What follows belongs to an exercise in optimizing a design on an open flow for a short achievable clock period and few clock cycles; a production flow would make more cautious choices.
RTL that was checked went through simulation tests only; none was proved equivalent to the original.
Function not checked in run 5: the RTL went through the layout flow alone.
No activity file was given, so power comes from the tool's default toggle rates.

## flow/run.sh

```bash
#!/bin/bash
# The standard layout (standard.sh), with one change: the input and output
# port buffers that global placement inserts are sky130_fd_sc_hd__buf_4
# cells instead of the clkdlybuf4s50_1 delay cells buffer_ports picks by
# default, and timing repair may resize cells across footprints.  Synthesis is the standard one, run unchanged.
set -euo pipefail
cd "$(dirname "$0")/.."
bash standard.sh synth > synth.log 2>&1
sed 's|CLKGATE_MAP_FILE= |CLKGATE_MAP_FILE= MATCH_CELL_FOOTPRINT=0 "BUFFER_PORTS_ARGS=-buffer_cell sky130_fd_sc_hd__buf_4" |' standard.sh > layout.sh
bash layout.sh > layout.log 2>&1
```

## standard.sh

```bash
#!/bin/bash
# synth_recipe.tcl (not shown) runs the flow's synth.tcl, then flattens the netlist and writes it again
# the make line also repeats each setting of config.mk as NAME=value (left out here)
make -C /OpenROAD-flow-scripts/flow DESIGN_CONFIG=/design/flow/config.mk WORK_HOME=/design/flow/orfs CLKGATE_MAP_FILE= SYNTH_SCRIPT=/design/flow/synth_recipe.tcl "${@:-finish}"
```

## config.mk

```make
export PLATFORM = sky130hd
export DESIGN_NAME = microprocessor
export DESIGN_NICKNAME = microprocessor
export VERILOG_FILES = /design/flow/design.v
export SDC_FILE = /design/flow/constraint.sdc
export NUM_CORES = 4
export LEC_CHECK = 0
export CAP_MARGIN = 20
export CORE_MARGIN = 2
export CORE_UTILIZATION = 40
export SETUP_SLACK_MARGIN = 5.0
export SLEW_MARGIN = 20
```

## constraint.sdc

```tcl
create_clock -name core_clock -period 6.0 [get_ports {clk}]
set_input_delay 1.2000 -clock core_clock [delete_from_list [all_inputs] [get_ports {clk}]]
set_output_delay 1.2000 -clock core_clock [all_outputs]
set_load 0.01 [all_outputs]
```

## design.v

```verilog
parameter ADD     = 4'b0000;
parameter SUB     = 4'b0001;
parameter AND     = 4'b0010;
parameter OR      = 4'b0011;
parameter XOR     = 4'b0100;
parameter NOT     = 4'b0101;
parameter MOV     = 4'b0110;
parameter NOP     = 4'b0111;
parameter LOAD    = 4'b1000;
parameter STORE   = 4'b1001;
parameter LOAD_IM = 4'b1010;
parameter BRN_Z   = 4'b1011;
parameter BRN_N   = 4'b1100;
parameter BRN_O   = 4'b1101;
parameter BRN     = 4'b1110;
module microprocessor #(parameter N = 8, ROM_addressBits = 6, RF_addressBits = 3) (
  input  logic                           clk             ,
  input  logic                           rst_n           ,
  input  logic [ 3+2*(RF_addressBits):0] ROM_data        ,
  input  logic [                  N-1:0] SRAM_data       ,
  output logic                           overflowPC      ,
  output logic                           ROM_readEnable  ,
  output logic                           SRAM_readEnable ,
  output logic                           SRAM_writeEnable,
  output logic [    ROM_addressBits-1:0] ROM_address     ,
  output logic [(2**RF_addressBits)-1:0] SRAM_address    ,
  output logic [                  N-1:0] SRAM_data_in
);
parameter ADD     = 4'b0000;
parameter SUB     = 4'b0001;
parameter AND     = 4'b0010;
parameter OR      = 4'b0011;
parameter XOR     = 4'b0100;
parameter NOT     = 4'b0101;
parameter MOV     = 4'b0110;
parameter NOP     = 4'b0111;
parameter LOAD    = 4'b1000;
parameter STORE   = 4'b1001;
parameter LOAD_IM = 4'b1010;
parameter BRN_Z   = 4'b1011;
parameter BRN_N   = 4'b1100;
parameter BRN_O   = 4'b1101;
parameter BRN     = 4'b1110;
  function automatic logic [15:0] prefix8(input logic [7:0] g, input logic [7:0] t);
    logic [7:0] G, T;
    G = g; T = t;
    for (int l = 0; l < 3; l++)
      for (int i = 0; i < 8; i++)
        if ((i >> l) & 1) begin
          G[i] = G[i] | (T[i] & G[((i >> l) << l) - 1]);
          T[i] = T[i] & T[((i >> l) << l) - 1];
        end
    prefix8 = {G, T};
  endfunction
  function automatic logic [7:0] add8(input logic [7:0] a, input logic [7:0] b,
                                      input logic cin);
    logic [7:0] G, T, c;
    {G, T} = prefix8(a & b, a | b);
    c = {G[6:0] | (T[6:0] & {7{cin}}), cin};
    add8 = (a ^ c) ^ b;
  endfunction
  function automatic logic [5:0] inc6(input logic [5:0] x);
    inc6 = x ^ {&x[4:0], &x[3:0], &x[2:0], &x[1:0], x[0], 1'b1};
  endfunction
  logic [7:0] R [0:7];           
  logic [2:0] F;                 
  logic       ov_reg;            
  logic       dead;              
  logic [5:0] FA;                
  logic [5:0] FAo;               
  logic       re;                
  logic       rv;                
  logic [5:0] rpc;               
  logic       rpred;             
  logic       rfold;             
  logic       stl;               
  logic       hz;                
  logic       kv;
  logic [9:0] kir;
  logic [5:0] kpc;
  logic       kpred, kfold;
  logic       iv;
  logic [9:0] ir;
  logic [5:0] ipc;
  logic       ipred, ifold;
  logic       i_brn_np;          
  logic       i_cbr_np;          
  logic       i_cbr_p;           
  logic [2:0] i_csel;            
  logic       ilast;             
  logic [3:0] i_hp [5];          
  logic [3:0] i_hm [5];          
  logic [2:0] i_lo;              
  logic       i_st;              
  logic [7:0] i_oa, i_ob, i_om;  
  logic [2:0] i_sa, i_sm;        
  logic [2:0] bE, bW;            
  logic [5:0] i_pcm1;            
  logic [5:0] ipc1;              
  localparam int NA = 2, NB = 2;
  logic [NA-1:0] av;
  logic [5:0]    atag [NA];
  logic [5:0]    aT   [NA];
  logic          aptr;          
  logic [NB-1:0] bv;
  logic [5:0]    btag [NB];
  logic [5:0]    bT   [NB];
  logic          bptr;          
  logic       ta_v, tb_v, tc_v, tn_v;
  logic [5:0] t_i, t_im1, t_tgt;
  logic       t_toor;
  logic       l_v;               
  logic [5:0] l_pc1;             
  logic       l_brn;             
  logic       e_v;
  logic       e_wr;              
  logic       e_fl;              
  logic       e_clr;             
  logic       e_ld;              
  logic [2:0] e_dst;
  logic       e_cen;             
  logic       e_and, e_or;       
  logic [7:0] e_A, e_B;
  logic       e_cin;
  logic       e_cbr_np, e_cbr_p;   
  logic       e_cbr_l;           
  logic [2:0] e_csel;
  logic [5:0] e_tgt, e_pc, e_pc1, e_pcm1;
  logic       e_isbrn, e_tbv;    
  logic [NB-1:0] e_wbm;
  logic       e_toor;
  logic       e_cond;            
  logic       e_brn_oor;         
  logic [NA-1:0] e_wam;          
  logic       w_v;
  logic [2:0] w_dst;
  function automatic logic [7:0] rf_rd(input logic [7:0] oh);
    rf_rd = 8'd0;
    for (int i = 0; i < 8; i++) rf_rd = rf_rd | (R[i] & {8{oh[i]}});
  endfunction
  logic [7:0] e_g, e_t, e_G, e_T, e_c, e_k, sum, e_res;
  logic       e_cout, e_ovf, e_z;
  always_comb begin
    e_g   = e_A & e_B;
    e_t   = e_A | e_B;
    {e_G, e_T} = prefix8(e_g, e_t);
    e_c   = {(e_G[6:0] & {7{e_cen}}) | (e_T[6:0] & {7{e_cin}}), e_cin} |
            (e_g & {8{e_or}}) | (e_t & {8{e_and}});
    sum   = (e_A ^ e_c) ^ e_B;
    e_res = sum;
    e_cout = e_G[7] | (e_T[7] & e_cin);
    e_ovf = e_cen & (e_c[7] ^ e_cout);
    e_k   = e_cen ? {e_t[6:0], e_cin} : 8'd0;
    e_z   = e_and ? ~|e_g : e_or ? ~|e_t : &(~((e_A ^ e_k) ^ e_B));
  end
  wire e_wen = e_v & e_wr;
  logic [2:0] Fn;
  always_comb begin
    if (e_clr)     Fn = 3'b000;
    else if (e_fl) Fn = {e_ovf, e_res[7], e_z};
    else                 Fn = F;
  end
  wire       e_cbr   = e_cbr_np | e_cbr_p | e_cbr_l;
  wire       e_redir = (e_cbr_np & e_cond & ~e_toor) | (e_cbr_p & ~e_cond);
  wire       e_halt  = (e_cbr & (e_cond ? e_toor : e_cbr_l)) | e_brn_oor;
  wire       e_kill  = e_redir | e_halt;
  wire [5:0] e_rdt   = e_cond ? e_tgt : e_pc1;
  wire       ivld = iv & ~ov_reg & ~dead & ~e_kill;
  wire [3:0] op   = ir[9:6];
  wire [2:0] fa   = ir[5:3];
  wire [2:0] fb   = ir[2:0];
  wire is_alu2 = (op == ADD) | (op == SUB) | (op == AND) | (op == OR) | (op == XOR);
  wire is_not  = (op == NOT);
  wire is_mov  = (op == MOV);
  wire is_ld   = (op == LOAD);
  wire is_st   = (op == STORE);
  wire is_ldi  = (op == LOAD_IM);
  wire is_cbr  = (op == BRN_Z) | (op == BRN_N) | (op == BRN_O);
  wire is_brn  = (op == BRN);
  wire is_und  = (op == 4'hF);
  wire is_br   = is_cbr | is_brn;
  wire d_wr    = is_alu2 | is_not | is_mov | is_ldi;
  logic [7:0] va, vb, vm;
  always_comb begin
    if (e_v && bE[0])  va = e_res;
    else if (bW[0])    va = SRAM_data;
    else               va = rf_rd(i_oa);
    if (e_v && bE[1])  vb = e_res;
    else if (bW[1])    vb = SRAM_data;
    else               vb = rf_rd(i_ob);
    if (e_v && bE[2])  vm = e_res;
    else if (bW[2])    vm = SRAM_data;
    else               vm = rf_rd(i_om);
  end
  wire stall  = ivld & hz;
  wire go     = ivld & ~stall;
  wire [2:0] t_lo  = i_lo;
  wire       t_st  = i_st;
  wire [3:0] t_h0  = ir[5] ? i_hm[ir[4:3]]        : i_hp[ir[4:3]];
  wire [2:0] t_j1  = {1'b0, ir[4:3]} + 3'd1;
  wire [3:0] t_h1  = ir[5] ? i_hm[t_j1] : i_hp[t_j1];
  wire [3:0] t_hi  = t_st ? t_h1 : t_h0;
  wire [5:0] itgt  = {t_hi[2:0], t_lo[2:0]};
  wire       itoor = t_hi[3];
  wire redirect = e_redir | (go & i_brn_np);
  wire [5:0] rd_tgt = e_redir ? e_rdt : itgt;
  wire d_halt   = go & ~is_br & ~is_und & ilast;
  wire [9:0] s_ir   = stl ? kir   : ROM_data;
  wire [3:0] s_op   = s_ir[9:6];
  wire       s_not  = (s_op == NOT);
  wire       s_cbr  = (s_op == BRN_Z) | (s_op == BRN_N) | (s_op == BRN_O);
  wire       s_alu2 = (s_op == ADD) | (s_op == SUB) | (s_op == AND) | (s_op == OR) | (s_op == XOR);
  wire       s_usea = s_alu2 | s_not | (s_op == STORE);
  wire       s_useb = s_alu2 | s_not | (s_op == MOV) | (s_op == LOAD) | (s_op == STORE);
  wire [2:0] s_sa   = s_not ? 3'd1 : s_ir[5:3];
  wire [2:0] s_sm   = (s_op == STORE) ? s_ir[5:3] : s_ir[2:0];
  wire [7:0] s_lo   = add8({5'd0, s_pc[2:0]}, {5'd0, s_ir[2:0] ^ {3{s_ir[5]}}}, s_ir[5]);
  wire       hz_n   = go & is_ld & s_v & ((s_usea & (s_sa == fa)) | (s_useb & (s_ir[2:0] == fa)));
  wire       s_v    = stl ? kv    : rv;
  wire [5:0] s_pc   = stl ? kpc   : rpc;
  wire       s_pred = stl ? kpred : rpred;
  wire       s_fold = stl ? kfold : rfold;
  assign ROM_address    = FAo;
  assign ROM_readEnable = re;
  assign overflowPC     = ov_reg;
  logic       f_hita, f_hitb;
  logic [5:0] f_ta, f_tb;
  always_comb begin
    f_hita = 1'b0; f_ta = 6'd0;
    for (int i = 0; i < NA; i++)
      if (av[i] && atag[i] == FA) begin f_hita = 1'b1; f_ta = f_ta | aT[i]; end
    f_hitb = 1'b0; f_tb = 6'd0;
    for (int i = 0; i < NB; i++)
      if (bv[i] && btag[i] == FA) begin f_hitb = 1'b1; f_tb = f_tb | bT[i]; end
  end
  wire [5:0] fa_next    = f_hita ? f_ta : f_hitb ? f_tb : inc6(FA);
  logic [NA-1:0] wa_m, wa_mn;
  logic [NB-1:0] wb_m, wb_mn;
  always_comb begin
    for (int i = 0; i < NA; i++) wa_mn[i] = av[i] && atag[i] == ipc;
    for (int i = 0; i < NB; i++) wb_mn[i] = bv[i] && btag[i] == i_pcm1;
  end
  logic [5:0] FA_n, FAo_n;
  logic       stl_n;
  always_comb begin
    if (redirect)        begin FA_n = rd_tgt;     stl_n = 0; end
    else begin
      FA_n  = stl ? FA : fa_next;
      stl_n = stall;
    end
    FAo_n = stl_n ? 6'd0 : FA_n;
  end
  always_ff @(posedge clk or negedge rst_n) begin
    if (!rst_n) begin
      FA <= 0; FAo <= 0; re <= 1; rv <= 0; rpred <= 0; stl <= 0; kv <= 0; kpred <= 0;
      iv <= 0; ipred <= 0; i_brn_np <= 0; i_cbr_np <= 0; i_cbr_p <= 0;
      ta_v <= 0; tb_v <= 0; e_isbrn <= 0; e_tbv <= 0; tc_v <= 0; tn_v <= 0; l_v <= 0;
      ov_reg <= 0; dead <= 0;
      av <= 0; aptr <= 0; bv <= 0; bptr <= 0;
      e_v <= 0; e_brn_oor <= 0; e_cbr_np <= 0; e_cbr_p <= 0; e_cbr_l <= 0; w_v <= 0; hz <= 0; e_fl <= 0; e_clr <= 0;
      SRAM_readEnable <= 0; SRAM_writeEnable <= 0;
      F <= 0;
    end else begin
      FA  <= FA_n;
      FAo <= FAo_n;
      stl <= stl_n;
      re  <= ~stl_n;
      if (!stl) rpred <= f_hita;
      if (stall) begin
        kv    <= rv;
        kpred <= rpred;
      end else
        ipred <= s_pred;
      if (redirect) begin
        rv  <= 0;
        iv  <= 0;
      end else begin
        if (!stl)   rv <= 1'b1;
        if (!stall) iv <= s_v;
      end
      if (!stall) begin
        i_brn_np <= (s_ir[9:6] == BRN) & ~s_pred;
        i_cbr_np <= s_cbr & ~s_pred;
        i_cbr_p  <= s_cbr & s_pred & (s_pc != 6'd63);
      end
      if (d_halt | e_halt) ov_reg <= 1;
      if (go & is_und) dead <= 1;
      e_isbrn <= go & is_brn;
      e_tbv   <= go & is_brn & l_v & ~l_brn & (l_pc1 == ipc);
      ta_v <= e_isbrn;
      tb_v <= e_tbv;
      tc_v <= e_cbr_np & e_cond;
      tn_v <= e_cbr_p & ~e_cond;
      if (go) l_v <= 1;
      if ((ta_v | tc_v) & ~t_toor) begin
        if (wa_m == 0) begin av[aptr] <= 1'b1; aptr <= aptr + 1'b1; end
      end
      if (tn_v) av <= av & ~wa_m;
      if (tb_v & ~t_toor) begin
        if (wb_m == 0) begin bv[bptr] <= 1'b1; bptr <= bptr + 1'b1; end
      end
      e_v   <= go;
      e_cbr_np <= go & i_cbr_np;
      e_cbr_p  <= go & i_cbr_p;
      e_cbr_l  <= go & is_cbr & ilast & ~i_cbr_p;
      e_brn_oor <= go & is_brn & itoor;
      e_fl  <= go & (is_alu2 | is_not | is_mov);
      e_clr <= go & (is_br | ifold);
      w_v <= e_v & e_ld;
      hz  <= hz_n;
      SRAM_readEnable  <= go & is_ld;
      SRAM_writeEnable <= go & is_st;
      F <= Fn;
    end
  end
  always_ff @(posedge clk) begin
    if (!stl) begin
      rpc   <= FA;
      rfold <= ~f_hita & f_hitb;
    end
    if (stall) begin
      bE    <= 3'b000;
      bW    <= {e_v & e_ld & (e_dst == i_sm), e_v & e_ld & (e_dst == fb),
                e_v & e_ld & (e_dst == i_sa)};
      kir   <= ROM_data;
      kpc   <= rpc;
      kfold <= rfold;
    end else begin
      ir    <= s_ir;
      bE    <= {d_wr & (fa == s_sm), d_wr & (fa == s_ir[2:0]), d_wr & (fa == s_sa)};
      bW    <= {e_v & e_ld & (e_dst == s_sm), e_v & e_ld & (e_dst == s_ir[2:0]),
                e_v & e_ld & (e_dst == s_sa)};
      i_sa  <= s_sa;
      i_oa  <= 8'd1 << s_sa;
      i_ob  <= 8'd1 << s_ir[2:0];
      i_om  <= 8'd1 << s_sm;
      {i_st, i_lo} <= s_lo[3:0] ^ {s_ir[5], 3'b000};
      i_csel <= {s_op == BRN_O, s_op == BRN_N, s_op == BRN_Z};
      i_sm  <= s_sm;
      i_pcm1 <= s_pc - 6'd1;
      ipc   <= s_pc;
      ifold <= s_fold;
      ilast <= (s_pc == 6'd63);
      for (int j = 0; j < 5; j++) begin
        i_hp[j] <= {1'b0, s_pc[5:3]} + 4'(j);
        i_hm[j] <= {1'b0, s_pc[5:3]} - 4'(j);
      end
      ipc1  <= inc6(s_pc);
    end
    e_wr  <= d_wr;
    e_ld  <= is_ld;
    e_dst <= fa;
    e_cen <= (op == ADD) | (op == SUB);
    e_and <= (op == AND);
    e_or  <= (op == OR) | (op == MOV) | ~(is_alu2 | is_not);
    e_A   <= (is_mov | ~(is_alu2 | is_not)) ? 8'd0 : va;
    e_B   <= (op == SUB) ? ~vb : (is_alu2 | is_not | is_mov) ? vb : {{5{fb[2]}}, fb};
    e_cin <= (op == SUB);
    SRAM_address <= vm;
    SRAM_data_in <= vb;
    w_dst <= e_dst;
    t_i   <= e_pc;
    wa_m  <= e_wam;
    t_tgt <= e_tgt;
    t_toor <= e_toor;
    t_im1 <= e_pcm1;
    wb_m  <= e_wbm;
    e_pcm1 <= i_pcm1;
    e_wbm  <= wb_mn;
    e_csel <= i_csel;
    e_tgt  <= itgt;
    e_toor <= itoor;
    e_cond <= |(i_csel & Fn);
    e_pc   <= ipc;
    e_pc1  <= ipc1;
    e_wam  <= wa_mn;
    if (go) begin
      l_pc1 <= ipc1;
      l_brn <= is_brn;
    end
    for (int i = 0; i < NA; i++)
      if ((ta_v | tc_v) && !t_toor && (wa_m[i] || (wa_m == 0 && aptr == i))) begin
        atag[i] <= t_i;
        aT[i]   <= t_tgt;
      end
    for (int i = 0; i < NB; i++)
      if (tb_v && !t_toor && (wb_m[i] || (wb_m == 0 && bptr == i))) begin
        btag[i] <= t_im1;
        bT[i]   <= t_tgt;
      end
  end
  always_ff @(posedge clk or negedge rst_n) begin
    if (!rst_n) begin
      for (int i = 0; i < 8; i++) R[i] <= (i == 1) ? 8'hFF : 8'h00;
    end else begin
      for (int i = 0; i < 8; i++) begin
        if (e_wen && e_dst == i)      R[i] <= e_res;
        else if (w_v && w_dst == i)   R[i] <= SRAM_data;
      end
    end
  end
endmodule
```

==> results of run 1 <==
[cells in the mapped netlist, drive strengths merged, types with 13 or more instances]
cell type	number	area [um2]
a211oi	13	103
a21oi	83	434
a22oi	104	781
a31oi	14	87.6
and2	13	81.3
buf	25	155
clkbuf	76	287
dfrtp	106	2650
dfxtp	102	2040
edfxtp	162	4860
ha	14	175
inv	44	165
mux2	26	297
mux2i	75	808
nand2	110	413
nand3	18	90.1
nand4	29	181
nor2	119	449
nor3	30	165
nor4	16	138
o21ai	105	533
xnor2	65	569
xor2	45	394
[per-layer routing]
metal	wire length [um]	GRT usage [%]
met2	30000	42.3
met1	24400	33.4
met5	0	0
met3	5080	5.23
met4	3810	13.6
[cells by family (layout without fill, tap and decap cells)]
group | Yosys count | count (layout) | synth area share [%]
muxes | 101 | 101 | 6.36
and+or+nand+nor | 394 | 396 | 11.1
adders and majority gates | 19 | 19 | 1.30
xor gates and xnor gates | 110 | 110 | 5.55
AOI/OAI and AO/OA | 412 | 412 | 15.7
DFF | 379 | 379 | 56.4
buffers and inverters | 149 | 558 | 3.58
[per-stage QoR]
step	area (um2)	setup slack (ps)	utilization, %
finish	26800	3610	62.3
global route	26800	3580	62.3
CTS	24800	3590	57.6
detailed placement	19000	2720	44.2
global placement	19000	2770	44.1
floorplan	18600	1740	-
[power groups by stage]
stage | clock, mW | combinational [mW] | sequential, mW
after floorplan | 0 | 1.85 | 4.06
after CTS | 2.59 | 3.53 | 4.36
after global placement | 0 | 2.22 | 4.44
final | 2.58 | 4.15 | 4.41
after detailed placement | 0 | 2.26 | 4.46
after global routing | 2.71 | 4.40 | 4.48
[what timing repair did]
item	CTS	global route
pin swaps	149	134
buffers inserted	264	93
gates resized for setup	437	235
endpoints found under the setup margin	555	445
gates cloned	15	7
[cell type report]
type	instances	area (um2)	area share [%]
Inverter	48	260	0.973
Sequential cell	379	9910	37.0
Timing Repair Buffer	433	4840	18.1
Tap cell	585	732	2.74
Multi-Input combinational cell	1038	9640	36.0
Clock inverter	16	149	0.556
Timing Repair inverter	1	7.51	0.0281
Clock buffer	60	1220	4.56
[path summary, 6_finish.rpt]
kind / end / slack (ps) / depth (start not counted)
hold reg to reg: t_i[1] / 330 / 0
setup / recovery: ROM_readEnable / 3610 / 1
hold / removal: t_i[1] / 330 / 0
setup reg to reg: e_cond / 3660 / 7
min in group asynchronous: FA[0] / 460 / 1
max in group asynchronous: re / 5000 / 2
==> results.sh, run 1 <==
export IMPL_ys_ff_latch=379
export IMPL_post_drt_via_cell_ratio=5.86
export IMPL_clkPwrFrac_pct=23.1
export IMPL_hpwl_mm=33.5
export IMPL_instances_no_fill=2560
export IMPL_fillCellCount=3157
export IMPL_cts_tree="yes"
export IMPL_p_per_area_mw_per_mm2=416
export IMPL_wire_per_inst_um=24.7
export IMPL_nNetsFinal=1976
export IMPL_ys_flop_type="edfxtp_1"
export IMPL_path_buf_inv=1
export IMPL_power_mw=11.1
export IMPL_clkSlewWorstSetupHoldPaths_ps=60
export IMPL_fmax_ghz=0.418
export IMPL_synth_area_mm2=0.0174
export IMPL_mostFrequentLayoutCell="buf_4"
export IMPL_grt_pass1_vias=14604
export IMPL_numCtsBuffers=41
export IMPL_synth_edf_count=162
export IMPL_worst_path_max_delay_cell="dfstp_2"
export IMPL_crit_required_ps=4800
export IMPL_top_register="R"
export IMPL_max_cap_violations=0
export IMPL_drt_wl_total_mm=63.3
export IMPL_placed_cells_incl_taps=2105
export IMPL_critical_path_max_stage_delay_ps=520
export IMPL_peakVddDrop_v=0.000355
export IMPL_slew_headroom_pct=41.7
export IMPL_rsz0062_at_grt="true"
export IMPL_period_needed_ps=2390
export IMPL_async_flop_share_pct=30.3
export IMPL_outcome="timing/DRC/antenna clean"
export IMPL_synthToLayoutAreaGrowth_pct=54.0
export IMPL_firstDrtPassIters=10
export IMPL_min_path_type="flip-flop to flip-flop"
export IMPL_min_period_over_period_pct=39.8
export IMPL_seq_area_frac_synth_pct=56.4
export IMPL_synth_nets=1598
export IMPL_worst_pin_slew_ps=873
export IMPL_cp_start_kind="flip-flop"
export IMPL_start_util_pct=40.4
export IMPL_maxSlewViolCount=0
export IMPL_drive_gt1_share_pct=50.9
export IMPL_ys_types=89
export IMPL_via_count=15002
export IMPL_core_mm2=0.0430
export IMPL_crit_start="re"
export IMPL_endpoint_kind="output port"
export IMPL_tns_ps=0
export IMPL_grt_total_usage_pct=26.2
export IMPL_hold_violations=0
export IMPL_holdBufCountCts=0
export IMPL_crit_arrival_ps=1190
export IMPL_finalSetupViolCount=0
export IMPL_yosysWarningCount=8
export IMPL_p_sw_share_pct=35.0
export IMPL_die_h_um=212
export IMPL_pin_count=46
export IMPL_antennaDiodeCount=0
export IMPL_cpLargestDelayFamily="flip-flops"
export IMPL_leakage_nw=10.5
export IMPL_path_class="flip-flop to output port"
export IMPL_p_int_mw=7.24
export IMPL_cts_buffer_depth=3
export IMPL_rows=76
export IMPL_drc=0
export IMPL_antenna_found_initial=0
export IMPL_fp_dieW_um=212
export IMPL_htreeDepth=2
export IMPL_worstPathCellList="buf_6"
export IMPL_place_congestion=0.942
export IMPL_ant_nets=0
export IMPL_grt_ovfl_total=0
export IMPL_syn_avg_cell_area_um2=11.1
export IMPL_dieArea_mm2=0.0451
export IMPL_cts_root_buffer="clkbuf_16"
export IMPL_path_max_fanout=1
export IMPL_r2r_start="e_B[0]"
export IMPL_io_buffer_count=45
export IMPL_largest_register_ffs=64
export IMPL_clock_skew_ps=15.2
export IMPL_insertion_delay_ps=590
export IMPL_grt_pass1_wl_mm=88.4
export IMPL_mostFrequentLayoutCells="buf_4, buf_6, edfxtp_1"
export IMPL_seqPwrFrac_pct=39.6
export IMPL_grt_max_degree=36
export IMPL_cts_sinks=379
export IMPL_syn_inst=1564
export IMPL_holdCritStartpoint="e_pc[1]"
export IMPL_hold_ws_ps=326
export IMPL_comb_power_share_pct=37.3
export IMPL_drtIter0Drc=1536
export IMPL_p_switching_mw=3.91
Testbench counts, summed over its fixed seeds: cycles 22,799.
==> run 2: changes to the inputs <==
--- a/config.mk
+++ b/config.mk
@@ -10,3 +10,3 @@
 export CORE_UTILIZATION = 40
-export SETUP_SLACK_MARGIN = 5.0
+export SETUP_SLACK_MARGIN = 3.5
 export SLEW_MARGIN = 20
==> results.sh, run 2 <==
export IMPL_outcome="timing/DRC/antenna clean"
export IMPL_synth_top_cells_by_area="edfxtp_1, dfrtp_1, dfxtp_1, a22oi_1, mux2i_1"
export IMPL_syn_avg_cell_area_um2=11.1
export IMPL_antenna_found_initial=0
export IMPL_top_register="R"
export IMPL_wire_per_inst_um=22.7
export IMPL_rows=76
export IMPL_min_period_over_period_pct=39.9
export IMPL_hpwl_mm=34.1
export IMPL_rsz0062_at_grt="false"
export IMPL_fin_util_pct=46.8
export IMPL_async_flop_share_pct=30.3
export IMPL_drtIter0Drc=1254
export IMPL_clock_skew_ps=21.4
export IMPL_cts_sinks=379
export IMPL_ys_types=89
export IMPL_synth_area_mm2=0.0174
export IMPL_syn_inst=1564
export IMPL_maxSlewViolCount=0
export IMPL_post_drt_via_cell_ratio=5.75
export IMPL_holdBufCountCts=0
export IMPL_insertion_delay_ps=560
export IMPL_crit_arrival_ps=2790
export IMPL_peakVddDrop_v=0.000313
export IMPL_nNetsFinal=1635
export IMPL_ys_flop_type="edfxtp_1"
export IMPL_place_ws_ps=2700
export IMPL_seq_area_frac_synth_pct=56.4
export IMPL_hold_violations=0
export IMPL_finalSetupViolCount=0
export IMPL_mostFrequentLayoutCells="edfxtp_1, nor2_1, nand2_1"
export IMPL_grt_pass1_vias=12479
export IMPL_synth_top_area_share_pct=28.0
export IMPL_synth_top_area_cell="edfxtp_1"
export IMPL_grt_pass1_wl_mm=76.4
export IMPL_cp_start_kind="flip-flop"
export IMPL_path_max_fanout=7
export IMPL_path_class="flip-flop to flip-flop"
export IMPL_cts_tree="yes"
export IMPL_drc=0
export IMPL_period_needed_ps=2390
export IMPL_start_util_pct=40.4
export IMPL_cts_buffer_depth=3
export IMPL_place_congestion=0.925
export IMPL_mostFrequentLayoutCell="edfxtp_1"
export IMPL_firstDrtPassIters=8
export IMPL_p_per_area_mw_per_mm2=455
export IMPL_synth_edf_count=162
export IMPL_grt_max_degree=68
export IMPL_ys_ff_latch=379
export IMPL_synth_most_common_cell="edfxtp_1"
export IMPL_die_h_um=212
export IMPL_cts_root_buffer="clkbuf_16"
export IMPL_setup_slack_ps=3610
export IMPL_synth_common_cells="edfxtp_1, nor2_1, nand2_1"
export IMPL_clkSlewWorstSetupHoldPaths_ps=60
export IMPL_antennaDiodeCount=0
export IMPL_leakage_nw=7.71
export IMPL_drt_wl_total_mm=50.5
export IMPL_yosysWarningCount=8
export IMPL_core_mm2=0.0430
export IMPL_numCtsBuffers=42
export IMPL_tns_ps=0
export IMPL_crit_required_ps=6400
export IMPL_hold_ws_ps=320
export IMPL_grt_total_usage_pct=22.4
export IMPL_multiInputGateArea_mm2=0.00722
export IMPL_pin_count=46
export IMPL_ant_nets=0
export IMPL_largest_register_ffs=64
export IMPL_worst_pin_slew_ps=975
export IMPL_fillCellCount=4008
export IMPL_synth_nets=1598
export IMPL_endpoint_kind="flip-flop"
export IMPL_synthToLayoutAreaGrowth_pct=15.7
export IMPL_min_path_type="flip-flop to flip-flop"
export IMPL_htreeDepth=2
export IMPL_via_count=12759
export IMPL_max_cap_violations=0
export IMPL_slew_headroom_pct=35.0
export IMPL_fp_dieW_um=212
export IMPL_drive_gt1_share_pct=17.4
export IMPL_fmax_ghz=0.418
export IMPL_dieArea_mm2=0.0451
export IMPL_io_buffer_count=45
export IMPL_grt_ovfl_total=0
export IMPL_seqCellArea_mm2=0.00982
[run 2: cell types whose count changed in the layout (fill, tap and decap cells not counted), sizes merged]
cell,change
buf,-326
clkbuf,-24
inv,+8
bufinv,+3
and2,-1
clkinv,+1
or3,-1
[run 2: repair_timing]
action,in CTS,in global routing
pin swaps,3,8
resized for setup,25,29
setup buffers,11,23
gates cloned,1,0
setup endpoints to repair,158,79
[run 2: worst paths after layout]
check | start | end | slack, ps | cells past startpoint
worst max-delay path | e_cin | e_cond | 3610 | 7
worst min-delay path | e_pcm1[2] | t_im1[2] | 320 | 0
worst max register to register | e_cin | e_cond | 3610 | 7
worst min register to register | e_pcm1[2] | t_im1[2] | 320 | 0
max in group asynchronous | rst_n | av[1] | 4000 | 2
min in group asynchronous | rst_n | R[4][5] | 750 | 1
[run 2: logic make-up after synthesis]
family,Yosys count,share of synthesized area (%)
simple gates,394,11.1
compound gates,412,15.7
flops,379,56.4
fa+ha+maj,19,1.30
mux,101,6.36
xor+xnor,110,5.55
buf+inv,149,3.58
[run 2: layout make-up]
type                            count  area share (%)
Sequential cell                   379            48.8
Multi-Input combinational cell   1036            35.9
Clock buffer                       50            5.43
Timing Repair Buffer               93            3.82
Tap cell                          585            3.64
Clock inverter                     28            1.37
Inverter                           48           0.971
Timing Repair inverter              1          0.0373
[run 2: report_power, final]
group / total [mW] / switching (mW) / internal [mW]
sequential: 4.39 / 0.812 / 3.58
combinational: 2.19 / 1.21 / 0.980
clock: 2.56 / 1.07 / 1.49
total: 9.14 / 3.09 / 6.05
[run 2: metrics by stage]
| step | cell area (um2) | power (mW) | cells |
|---|---|---|---|
| after floorplan | 17400 | 5.57 | 1564 |
| after global placement | 18200 | 6.41 | 2107 |
| after detailed placement | 18200 | 6.47 | 2107 |
| after CTS | 19800 | 9.10 | 2197 |
| after global routing | 20100 | 9.61 | 2220 |
| final | 20100 | 9.14 | 2220 |
[run 2: critical path: stages, from the launching register on]
cell and delay, ps:
dfxtp_1 380, maj3_2 350, or3_1 320, a31oi_1 180, maj3_1 200, xor2_1 230, o22ai_1 150, a311o_1 440
[run 2: metal layers]
| metal | vias to the layer above | GRT usage, % | wire length (um) |
|---|---|---|---|
| met1 | 6285 | 29.8 | 21600 |
| li1 | 5821 | - | - |
| met5 | - | 0 | 0 |
| met4 | 0 | 7.96 | 1730 |
| met2 | 527 | 37.5 | 23900 |
| met3 | 126 | 3.16 | 3240 |
==> run 3: changes to the inputs <==
--- a/config.mk
+++ b/config.mk
@@ -10,3 +10,3 @@
 export CORE_UTILIZATION = 40
-export SETUP_SLACK_MARGIN = 3.5
+export SETUP_SLACK_MARGIN = 4.0
 export SLEW_MARGIN = 20
==> results.sh, run 3 <==
export IMPL_outcome="timing/DRC/antenna clean"
export IMPL_finalSetupViolCount=0
export IMPL_cp_depth=1
export IMPL_synth_nets=1598
export IMPL_seqPwrFrac_pct=44.0
export IMPL_stdcell_area_mm2=0.0231
export IMPL_synth_edf_count=162
export IMPL_top_register="R"
export IMPL_antenna_found_initial=0
export IMPL_ff2ff_setup_slack_ps=3720
export IMPL_synth_most_common_cell="edfxtp_1"
export IMPL_mostFrequentLayoutCell="buf_4"
export IMPL_path_buf_inv=1
export IMPL_critical_path_max_stage_delay_ps=530
export IMPL_min_path_type="flip-flop to flip-flop"
export IMPL_synth_top_cells_by_area="edfxtp_1, dfrtp_1, dfxtp_1, a22oi_1, mux2i_1"
export IMPL_comb_power_share_pct=31.4
export IMPL_endpoint_kind="output port"
export IMPL_syn_inst=1564
export IMPL_die_h_um=212
export IMPL_cpLargestDelayFamily="flip-flops"
export IMPL_start_util_pct=40.4
export IMPL_p_sw_share_pct=34.6
export IMPL_async_flop_share_pct=30.3
export IMPL_place_congestion=0.927
export IMPL_ys_types=89
export IMPL_synth_area_mm2=0.0174
export IMPL_worst_path_max_delay_cell="dfstp_2"
export IMPL_syn_avg_cell_area_um2=11.1
export IMPL_fmax_ghz=0.419
export IMPL_p_int_mw=6.58
export IMPL_largest_register_ffs=64
export IMPL_worst_pin_slew_ps=910
export IMPL_maxSlewViolCount=0
export IMPL_p_switching_mw=3.49
export IMPL_crit_end="ROM_readEnable"
export IMPL_synthToLayoutAreaGrowth_pct=32.8
export IMPL_yosysWarningCount=8
export IMPL_insertion_delay_ps=580
export IMPL_core_mm2=0.0430
export IMPL_grt_max_degree=71
export IMPL_min_period_over_period_pct=39.7
export IMPL_cts_buffer_depth=3
export IMPL_numCtsBuffers=41
export IMPL_fillCellCount=3642
export IMPL_synth_top_area_cell="edfxtp_1"
export IMPL_drc=0
export IMPL_drt_wl_total_mm=55.7
export IMPL_drtIter0Drc=1496
export IMPL_ant_nets=0
export IMPL_grt_ovfl_total=0
export IMPL_multiInputGateArea_mm2=0.00842
export IMPL_synth_top_area_share_pct=28.0
export IMPL_p_per_area_mw_per_mm2=436
export IMPL_instances_no_fill=2397
export IMPL_clkPwrFrac_pct=24.6
export IMPL_firstDrtPassIters=8
export IMPL_seq_area_frac_synth_pct=56.4
export IMPL_worstPathCellList="buf_6"
export IMPL_wire_per_inst_um=23.2
export IMPL_nNetsFinal=1813
export IMPL_fp_dieW_um=212
export IMPL_grt_pass1_wl_mm=80.2
export IMPL_antennaDiodeCount=0
export IMPL_worst_r2r_path_depth=7
export IMPL_hpwl_mm=34.0
export IMPL_crit_required_ps=4800
export IMPL_cts_tree="yes"
export IMPL_period_needed_ps=2380
export IMPL_pin_count=46
export IMPL_slew_headroom_pct=39.2
export IMPL_ys_flop_type="edfxtp_1"
export IMPL_grt_total_usage_pct=23.8
export IMPL_htreeDepth=2
export IMPL_seqCellArea_mm2=0.00988
export IMPL_path_max_fanout=1
export IMPL_placed_cells_incl_taps=2110
export IMPL_max_cap_violations=0
export IMPL_post_drt_via_cell_ratio=5.74
export IMPL_clock_skew_ps=12.8
export IMPL_crit_start="re"
export IMPL_leakage_nw=8.98
export IMPL_path_class="flip-flop to output port"
export IMPL_via_count=13765
export IMPL_peakVddDrop_v=0.000316
export IMPL_ys_ff_latch=379
export IMPL_dieArea_mm2=0.0451
export IMPL_crit_arrival_ps=1180
export IMPL_mostFrequentLayoutCells="buf_4, edfxtp_1, a22oi_1"
export IMPL_rows=76
export IMPL_cts_sinks=379
export IMPL_synth_common_cells="edfxtp_1, nor2_1, nand2_1"
export IMPL_place_area_mm2=0.0183
export IMPL_holdBufCountCts=0
export IMPL_drive_gt1_share_pct=36.3
export IMPL_rsz0062_at_grt="true"
export IMPL_cp_start_kind="flip-flop"
export IMPL_clkSlewWorstSetupHoldPaths_ps=60
export IMPL_hold_violations=0
export IMPL_r2r_end="e_cond"
export IMPL_r2r_start="e_B[2]"
export IMPL_tns_ps=0
export IMPL_grt_pass1_vias=13232
export IMPL_io_buffer_count=45
export IMPL_cts_root_buffer="clkbuf_16"
run 3: cell types whose count changed in the layout (fill, tap and decap cells not counted), moves of 15 or more:
cell     before  now
buf_6         2   71
nor2_4        2   18
o21ai_0      99   55
o21ai_2       2   20
nand2_1     109   93
a21oi_1      75   54
a21oi_2       5   20
nor2_1      109   86
dfxtp_1      91   68
buf_4        86  183
o21ai_1       4   27
run 3: per-stage QoR:
stage | power, mW | utilization, % | hold slack [ps] | setup slack (ps)
floorplan | 5.60 | - | 310 | 1740
global placement | 6.42 | 42.5 | 310 | 2720
detailed placement | 6.47 | 42.5 | 313 | 2520
CTS | 9.53 | 50.3 | 324 | 3580
global route | 10.5 | 53.7 | 331 | 3580
finish | 10.1 | 53.7 | 324 | 3620
run 3: worst min-delay path by stage:
stage | start | to | slack, ps | depth (start not counted)
floorplan | e_pc[0] | t_i[0] | 310 | 0
global placement | e_pc[4] | t_i[4] | 310 | 0
detailed placement | e_wbm[0] | wb_m[0] | 310 | 0
CTS | e_wbm[0] | wb_m[0] | 320 | 0
global route | e_pc[3] | t_i[3] | 330 | 0
finish | e_pcm1[3] | t_im1[3] | 320 | 0
run 3: area by class of cell:
class,instances,share of cell area (%)
Sequential cell,379,42.8
Clock inverter,11,0.456
Clock buffer,65,5.24
Tap cell,585,3.17
Timing Repair Buffer,270,10.8
Timing Repair inverter,1,0.0325
Inverter,48,0.949
Multi-Input combinational cell,1038,36.5
run 3: cells by family (layout without fill, tap and decap cells):
logic type | Yosys count | in the layout | share of synthesized area, %
buffers and inverters | 149 | 395 | 3.58
adders and majority gates | 19 | 19 | 1.30
muxes | 101 | 101 | 6.36
DFF | 379 | 379 | 56.4
xor gates and xnor gates | 110 | 110 | 5.55
and+or+nand+nor | 394 | 396 | 11.1
AOI/OAI and AO/OA | 412 | 412 | 15.7
run 3: metal layers:
layer / vias to the layer above / share of wire (%) / global-route usage (%)
met3: 176 / 7.7 / 4.25
met1: 6780 / 40 / 30.6
met4: 0 / 4.8 / 11.0
li1: 6174 / - / -
met5: - / 0 / 0
met2: 635 / 48 / 39.0
run 3: what timing repair did:
item,4_1_cts,5_1_grt
resized for setup,241,208
endpoints found under the setup margin,332,157
gates cloned,5,3
pin swaps,66,108
setup buffers,128,75
run 3: power by group through the flow:
stage,logic [mW],clock network [mW],registers [mW]
after CTS,2.62,2.52,4.40
after global placement,2.01,0,4.42
after detailed placement,2.05,0,4.42
after global routing,3.40,2.61,4.50
final,3.16,2.47,4.43
after floorplan,1.57,0,4.03
==> run 4: changes to the inputs <==
--- a/config.mk
+++ b/config.mk
@@ -9,3 +9,3 @@
 export CORE_MARGIN = 2
-export CORE_UTILIZATION = 40
+export CORE_UTILIZATION = 60
 export SETUP_SLACK_MARGIN = 4.0
==> results.sh, run 4 <==
export IMPL_max_cap_violations=0
export IMPL_hpwl_mm=32.8
export IMPL_grt_busiest_layer="met2"
export IMPL_antennaDiodeCount=0
export IMPL_async_flop_share_pct=30.3
export IMPL_fillCellCount=1514
export IMPL_path_max_fanout=5
export IMPL_grt_met1_usage_pct=45.7
export IMPL_grt_max_degree=50
export IMPL_fp_dieW_um=174
export IMPL_instances_no_fill=2235
export IMPL_drt_wl_total_mm=60.9
export IMPL_worstPathCellList="buf_4 -> xnor2_1 -> xor2_1 -> o21ai_0 -> a32oi_1 -> o31ai_2 -> and2_1 -> a311o_1"
export IMPL_fin_util_pct=82.2
export IMPL_cts_tree="yes"
export IMPL_cp_start_kind="flip-flop"
export IMPL_wire_per_inst_um=27.2
export IMPL_pin_count=46
export IMPL_post_drt_via_cell_ratio=6.66
export IMPL_top_register="R"
export IMPL_synthToLayoutAreaGrowth_pct=35.5
export IMPL_synth_top_area_share_pct=28.0
export IMPL_syn_avg_cell_area_um2=11.1
export IMPL_stdcell_area_mm2=0.0235
export IMPL_antenna_found_initial=0
export IMPL_clock_skew_ps=26.4
export IMPL_place_ws_ps=2200
export IMPL_placed_cells_incl_taps=1909
export IMPL_ys_ff_latch=379
export IMPL_ys_flop_type="edfxtp_1"
export IMPL_mostFrequentLayoutCell="buf_4"
export IMPL_worst_path_max_delay_cell="a311o_1"
export IMPL_grtUsageMet3_pct=5.69
export IMPL_p_per_area_mw_per_mm2=446
export IMPL_peakVddDrop_v=0.000393
export IMPL_via_count=14880
export IMPL_period_needed_ps=2430
export IMPL_synth_most_common_cell="edfxtp_1"
export IMPL_path_class="flip-flop to flip-flop"
export IMPL_endpoint_kind="flip-flop"
export IMPL_maxSlewViolCount=0
export IMPL_synth_top_area_cell="edfxtp_1"
export IMPL_leakage_nw=9.25
export IMPL_grt_total_usage_pct=35.7
export IMPL_synth_area_mm2=0.0174
export IMPL_crit_arrival_ps=2840
export IMPL_rows=62
export IMPL_power_mw=10.5
export IMPL_grt_pass1_vias=13749
export IMPL_die_h_um=174
export IMPL_drtIter0Drc=1801
export IMPL_synth_top_cells_by_area="edfxtp_1, dfrtp_1, dfxtp_1, a22oi_1, mux2i_1"
export IMPL_slew_headroom_pct=35.6
export IMPL_insertion_delay_ps=560
export IMPL_grt_use_met2_pct=58.3
export IMPL_fmax_ghz=0.411
export IMPL_firstDrtPassIters=5
export IMPL_critical_path_max_stage_delay_ps=410
export IMPL_setup_slack_ps=3570
export IMPL_grt_pass1_wl_mm=82.1
export IMPL_tns_ps=0
export IMPL_ys_types=89
export IMPL_min_period_over_period_pct=40.6
export IMPL_finalSetupViolCount=0
export IMPL_largest_register_ffs=64
export IMPL_cts_sinks=379
export IMPL_min_path_type="flip-flop to flip-flop"
export IMPL_core_mm2=0.0286
export IMPL_place_congestion=0.925
export IMPL_synth_nets=1598
export IMPL_synth_edf_count=162
export IMPL_cts_buffer_depth=3
export IMPL_rsz0062_at_grt="true"
export IMPL_ant_nets=0
export IMPL_yosysWarningCount=8
export IMPL_nNetsFinal=1853
export IMPL_drc=0
export IMPL_numCtsBuffers=40
export IMPL_cts_root_buffer="clkbuf_16"
export IMPL_io_buffer_count=45
export IMPL_clkSlewWorstSetupHoldPaths_ps=60
export IMPL_htreeDepth=2
export IMPL_crit_required_ps=6410
export IMPL_syn_inst=1564
export IMPL_drive_gt1_share_pct=39.4
export IMPL_mostFrequentLayoutCells="buf_4, edfxtp_1, a22oi_1"
export IMPL_hold_violations=0
export IMPL_dieArea_mm2=0.0303
export IMPL_place_area_mm2=0.0180
export IMPL_grt_ovfl_total=0
export IMPL_hold_ws_ps=323
export IMPL_synth_common_cells="edfxtp_1, nor2_1, nand2_1"
export IMPL_start_util_pct=60.7
export IMPL_worst_pin_slew_ps=964
export IMPL_seq_area_frac_synth_pct=56.4
export IMPL_outcome="timing/DRC/antenna clean"
export IMPL_holdBufCountCts=0
[run 4: logic make-up after synthesis]
kind of cell	share of synthesized area [%]
AO/OA/AOI/OAI	15.7
XOR/XNOR	5.55
multiplexers	6.36
flip-flops	56.4
buffers and inverters	3.58
adder cells (fa/ha/maj)	1.30
AND/OR/NAND/NOR	11.1
[run 4: what timing repair did]
| action | 4_1_cts | 5_1_grt |
|---|---|---|
| resized for setup | 292 | 222 |
| pin swaps | 97 | 102 |
| gates cloned | 5 | 3 |
| buffers inserted | 154 | 90 |
| setup endpoints to repair | 290 | 183 |
[run 4: layout make-up]
class	count	area, um2	share of cell area [%]
Sequential cell	379	9890	42.0
Multi-Input combinational cell	1040	8620	36.6
Timing Repair Buffer	309	2960	12.6
Clock buffer	59	1170	4.99
Tap cell	384	480	2.04
Inverter	48	223	0.946
Clock inverter	15	189	0.803
Timing Repair inverter	1	7.51	0.0319
[run 4: power breakdown]
part	switching [mW]	internal [mW]	leakage [nW]
combinational	1.79	1.70	4.71
sequential	0.844	3.60	3.88
clock	1.07	1.50	0.665
total	3.70	6.80	9.25
[run 4: worst paths after layout]
kind | end | slack (ps) | depth (start not counted) | start
min in group asynchronous | R[0][5] | 660 | 1 | rst_n
hold reg to reg | t_im1[4] | 320 | 0 | e_pcm1[4]
hold / removal | t_im1[4] | 320 | 0 | e_pcm1[4]
setup reg to reg | e_cond | 3570 | 8 | e_B[3]
max in group asynchronous | FA[0] | 4250 | 2 | rst_n
setup / recovery | e_cond | 3570 | 8 | e_B[3]
[run 4: worst max-delay path: cells and delay by family (launching register included)]
kind | cells | cell delay [ps]
compound gates | 4 | 1010
buf+inv | 1 | 150
xor+xnor | 2 | 600
simple gates | 1 | 170
flops | 1 | 360
[run 4: per-layer routing]
layer  up-vias  wire, um  share of wire (%)
met5         -         0                  0
met4         0      4240                7.0
met3       269      5570                9.2
met2      1052     29000                 48
met1      7279     22000                 36
li1       6280         -                  -
==> run 5: changes to the inputs <==
--- a/design.v
+++ b/design.v
@@ -221,2 +221,15 @@
   wire       s_pred = stl ? kpred : rpred;
+  wire       s_brn  = s_v & (s_op == BRN) & ~s_pred;
+  wire       r_redir = s_brn & ~stall;
+  wire       r_st   = s_lo[3] ^ s_ir[5];
+  wire [2:0] r_j0   = {1'b0, s_ir[4:3]};
+  wire [2:0] r_j1   = {1'b0, s_ir[4:3]} + 3'd1;
+  logic [2:0] r_hi;
+  always_comb begin
+    r_hi = 3'd0;
+    for (int j = 0; j < 5; j++)
+      if ((r_st ? r_j1 : r_j0) == j)
+        r_hi = s_ir[5] ? s_pc[5:3] - 3'(j) : s_pc[5:3] + 3'(j);
+  end
+  wire [5:0] r_tgt  = {r_hi, s_lo[2:0]};
   wire       s_fold = stl ? kfold : rfold;
@@ -246,2 +259,3 @@
     if (redirect)        begin FA_n = rd_tgt;     stl_n = 0; end
+    else if (r_redir)    begin FA_n = r_tgt;      stl_n = 0; end
     else begin
@@ -272,3 +286,3 @@
       end else
-        ipred <= s_pred;
+        ipred <= s_pred | s_brn;
       if (redirect) begin
@@ -276,2 +290,5 @@
         iv  <= 0;
+      end else if (r_redir) begin
+        rv  <= 0;
+        iv  <= 1;
       end else begin
@@ -281,3 +298,3 @@
       if (!stall) begin
-        i_brn_np <= (s_ir[9:6] == BRN) & ~s_pred;
+        i_brn_np <= (s_ir[9:6] == BRN) & ~s_pred & ~s_v;
         i_cbr_np <= s_cbr & ~s_pred;
--- a/config.mk
+++ b/config.mk
@@ -9,3 +9,3 @@
 export CORE_MARGIN = 2
-export CORE_UTILIZATION = 60
+export CORE_UTILIZATION = 40
 export SETUP_SLACK_MARGIN = 4.0
==> results.sh, run 5 <==
export IMPL_outcome="timing/DRC/antenna clean"
export IMPL_mostFrequentLayoutCell="edfxtp_1"
export IMPL_tns_ps=0
export IMPL_cts_root_buffer="clkbuf_16"
export IMPL_yosysWarningCount=8
export IMPL_insertion_delay_ps=590
export IMPL_period_needed_ps=2780
export IMPL_synth_edf_count=162
export IMPL_crit_required_ps=6440
export IMPL_grt_max_degree=76
export IMPL_power_mw=10.3
export IMPL_fp_dieW_um=217
export IMPL_path_max_fanout=14
export IMPL_cts_sinks=379
export IMPL_p_per_area_mw_per_mm2=424
export IMPL_largest_register_ffs=64
export IMPL_grt_ovfl_total=0
export IMPL_start_util_pct=40.3
export IMPL_clkPwrFrac_pct=24.4
export IMPL_drt_wl_total_mm=58.2
export IMPL_clkSlewWorstSetupHoldPaths_ps=60
export IMPL_worst_r2r_path_depth=12
export IMPL_grt_busiest_layer="met2"
export IMPL_fmax_ghz=0.359
export IMPL_crit_end="FAo[5]"
export IMPL_wire_per_inst_um=23.0
export IMPL_grt_pass1_vias=14232
export IMPL_drive_gt1_share_pct=36.1
export IMPL_ys_ff_latch=379
export IMPL_ys_flop_type="edfxtp_1"
export IMPL_grt_met1_usage_pct=31.4
export IMPL_nNetsFinal=1933
export IMPL_holdBufCountCts=0
export IMPL_dieArea_mm2=0.0471
export IMPL_grt_use_met2_pct=38.2
export IMPL_rows=78
export IMPL_drc=0
export IMPL_synth_top_area_share_pct=26.8
export IMPL_comb_power_share_pct=33.1
export IMPL_ys_types=85
export IMPL_place_congestion=0.898
export IMPL_synth_most_common_cell="edfxtp_1"
export IMPL_clock_skew_ps=18.9
export IMPL_ant_nets=0
export IMPL_synth_top_cells_by_area="edfxtp_1, dfrtp_1, dfxtp_1, mux2i_1, a22oi_1"
export IMPL_htreeDepth=2
export IMPL_io_buffer_count=45
export IMPL_synth_nets=1734
export IMPL_syn_avg_cell_area_um2=10.7
export IMPL_cts_buffer_depth=3
export IMPL_r2r_start="stl"
export IMPL_numCtsBuffers=41
export IMPL_max_cap_violations=0
export IMPL_grt_total_usage_pct=23.8
export IMPL_drtIter0Drc=1332
export IMPL_synthToLayoutAreaGrowth_pct=33.3
export IMPL_synth_top_area_cell="edfxtp_1"
export IMPL_ff2ff_setup_slack_ps=3250
export IMPL_fin_util_pct=53.7
export IMPL_p_sw_share_pct=35.1
export IMPL_synth_area_mm2=0.0182
export IMPL_finalSetupViolCount=0
export IMPL_hpwl_mm=35.4
export IMPL_grt_pass1_wl_mm=85.7
export IMPL_worst_pin_slew_ps=917
export IMPL_antenna_found_initial=0
export IMPL_peakVddDrop_v=0.000308
export IMPL_path_class="primary input to flip-flop"
export IMPL_rsz0062_at_grt="true"
export IMPL_cts_tree="yes"
export IMPL_leakage_nw=9.44
export IMPL_die_h_um=217
export IMPL_core_mm2=0.0451
export IMPL_pin_count=46
export IMPL_synth_common_cells="edfxtp_1, nor2_1, nand2_1"
export IMPL_crit_start="ROM_data[5]"
export IMPL_r2r_end="FAo[5]"
export IMPL_endpoint_kind="flip-flop"
export IMPL_post_drt_via_cell_ratio=5.78
export IMPL_hold_violations=0
export IMPL_p_int_mw=6.67
export IMPL_syn_inst=1698
export IMPL_antennaDiodeCount=0
export IMPL_firstDrtPassIters=6
export IMPL_via_count=14629
export IMPL_async_flop_share_pct=30.3
export IMPL_seqPwrFrac_pct=42.5
export IMPL_cp_start_kind="primary input"
export IMPL_seq_area_frac_synth_pct=53.9
export IMPL_top_register="R"
export IMPL_mostFrequentLayoutCells="edfxtp_1, buf_4, nor2_1"
export IMPL_p_switching_mw=3.61
export IMPL_reg_top3="R x64, i_hm x13"
export IMPL_crit_arrival_ps=3220
export IMPL_min_period_over_period_pct=46.4
export IMPL_slew_headroom_pct=38.7
export IMPL_maxSlewViolCount=0
export IMPL_min_path_type="flip-flop to flip-flop"
export IMPL_grtUsageMet3_pct=4.71
[run 5: changes by cell type after synthesis, moves of 8 or more]
| cell | before | now |
|---|---|---|
| o31ai_1 | 10 | 1 |
| a21oi_1 | 80 | 110 |
| mux2i_1 | 69 | 94 |
| xor2_1 | 45 | 36 |
| a221oi_1 | 6 | 14 |
| or2_2 | 5 | 13 |
| xnor2_1 | 65 | 76 |
| o21ai_0 | 100 | 73 |
| a22oi_1 | 104 | 89 |
| o22ai_1 | 5 | 16 |
| nand3_1 | 18 | 28 |
| and3_1 | 6 | 14 |
| nor2_1 | 118 | 155 |
| clkbuf_1 | 75 | 93 |
[run 5: final cells by class]
class                      count  area, um2
clock inverter                25        233
timing repair buffer         276       2690
multi-input combinational   1140       9270
timing repair inverter         1       7.51
tap                          600        751
sequential                   379       9880
clock buffer                  51       1100
fill                        3833      20900
inverter                      58        295
[run 5: worst max-delay path, stage by stage]
cell	delay (ps)
buf_4	140
mux2i_4	200
inv_2	200
fa_2	400
xnor2_2	150
and3_1	160
a211oi_2	210
o21ai_1	100
a21o_1	180
mux2i_1	180
a211oi_1	100
[run 5: logic make-up (layout without fill, tap and decap cells)]
group,after synthesis,after routing,synth area share [%]
adders and majority gates,18,18,1.29
muxes,123,123,7.40
DFF,379,379,53.9
AOI/OAI and AO/OA,430,430,16.2
buffers and inverters,179,411,3.93
xor gates and xnor gates,113,113,5.49
and+or+nand+nor,456,456,11.8
[run 5: power groups by stage]
stage / logic [mW] / registers, mW / clock network [mW]
finish: 3.40 / 4.37 / 2.51
detailed placement: 2.36 / 4.38 / 0
global placement: 2.32 / 4.36 / 0
global route: 3.66 / 4.45 / 2.67
CTS: 3.05 / 4.34 / 2.56
floorplan: 1.85 / 4.00 / 0
[run 5: routing by layer]
layer  part of all wire [%]  wire, um  vias up
li1                       -         -     6605
met1                     41     23700     7171
met2                     47     27300      676
met3                    7.9      4580      177
met4                    4.6      2660        0
met5                      0         0        -
[run 5: how the worst min path moves through the flow]
stage / from / endpoint / slack (ps) / cells after the start
floorplan: e_pc[0] / t_i[0] / 310 / 0
global placement: e_pc[5] / t_i[5] / 310 / 0
detailed placement: e_pcm1[5] / t_im1[5] / 310 / 0
CTS: e_pc[3] / t_i[3] / 330 / 0
global route: e_pc[0] / t_i[0] / 330 / 0
finish: e_pc[0] / t_i[0] / 330 / 0
[run 5: per-stage QoR]
step / instance area, um2 / cells / hold WS, ps / setup slack [ps]
6_report: 24200 / 2530 / 325 / 3220
5_1_grt: 24200 / 2530 / 328 / 3100
4_1_cts: 22900 / 2467 / 326 / 3200
3_5_place_dp: 19300 / 2242 / 312 / 2080
3_3_place_gp: 19300 / 2242 / 311 / 2100
2_1_floorplan: 18700 / 1698 / 310 / 2880
[run 5: what timing repair did]
action                                  CTS  global route
cloned                                    3             4
gates resized for setup                 278           173
endpoints found under the setup margin  338           245
setup buffers                           146            58
pin swaps                                70            79
hold endpoints to repair                  0             0

## static timing again, ports no longer ideal
In the flow no input, the clock included, has a driving cell. The finished layouts below were timed again as built, in two steps. Step 1 assumes that a clkbuf_16 drives the clock port and a buf_2 every other input. Step 2 also shifts input and output timing later by t, the mid clock arrival at the registers, as if the neighbouring blocks saw the same clock. Slacks: ideal ports / drivers / drivers and shift; pairs: ideal ports / drivers.
run	t (ns)	setup slack, ns	latest minus earliest clock arrival (ns)	worst register clock-pin slew, ns
run 1	0.630	3.610 / 3.559 / 3.120	0.016 / 0.016	0.07 / 0.07
run 2	0.601	3.605 / 3.567 / 3.051	0.025 / 0.025	0.06 / 0.06
run 3	0.623	3.616 / 3.562 / 3.166	0.014 / 0.013	0.07 / 0.07
run 4	0.605	3.566 / 3.549 / 3.153	0.029 / 0.028	0.07 / 0.07
run 5	0.636	3.217 / 3.252 / 2.616	0.020 / 0.020	0.07 / 0.07
After both steps every run listed still meets setup and hold. The setup slack of run 5, which loses most, moves by +0.035 ns with the drivers and by -0.601 ns with both steps.
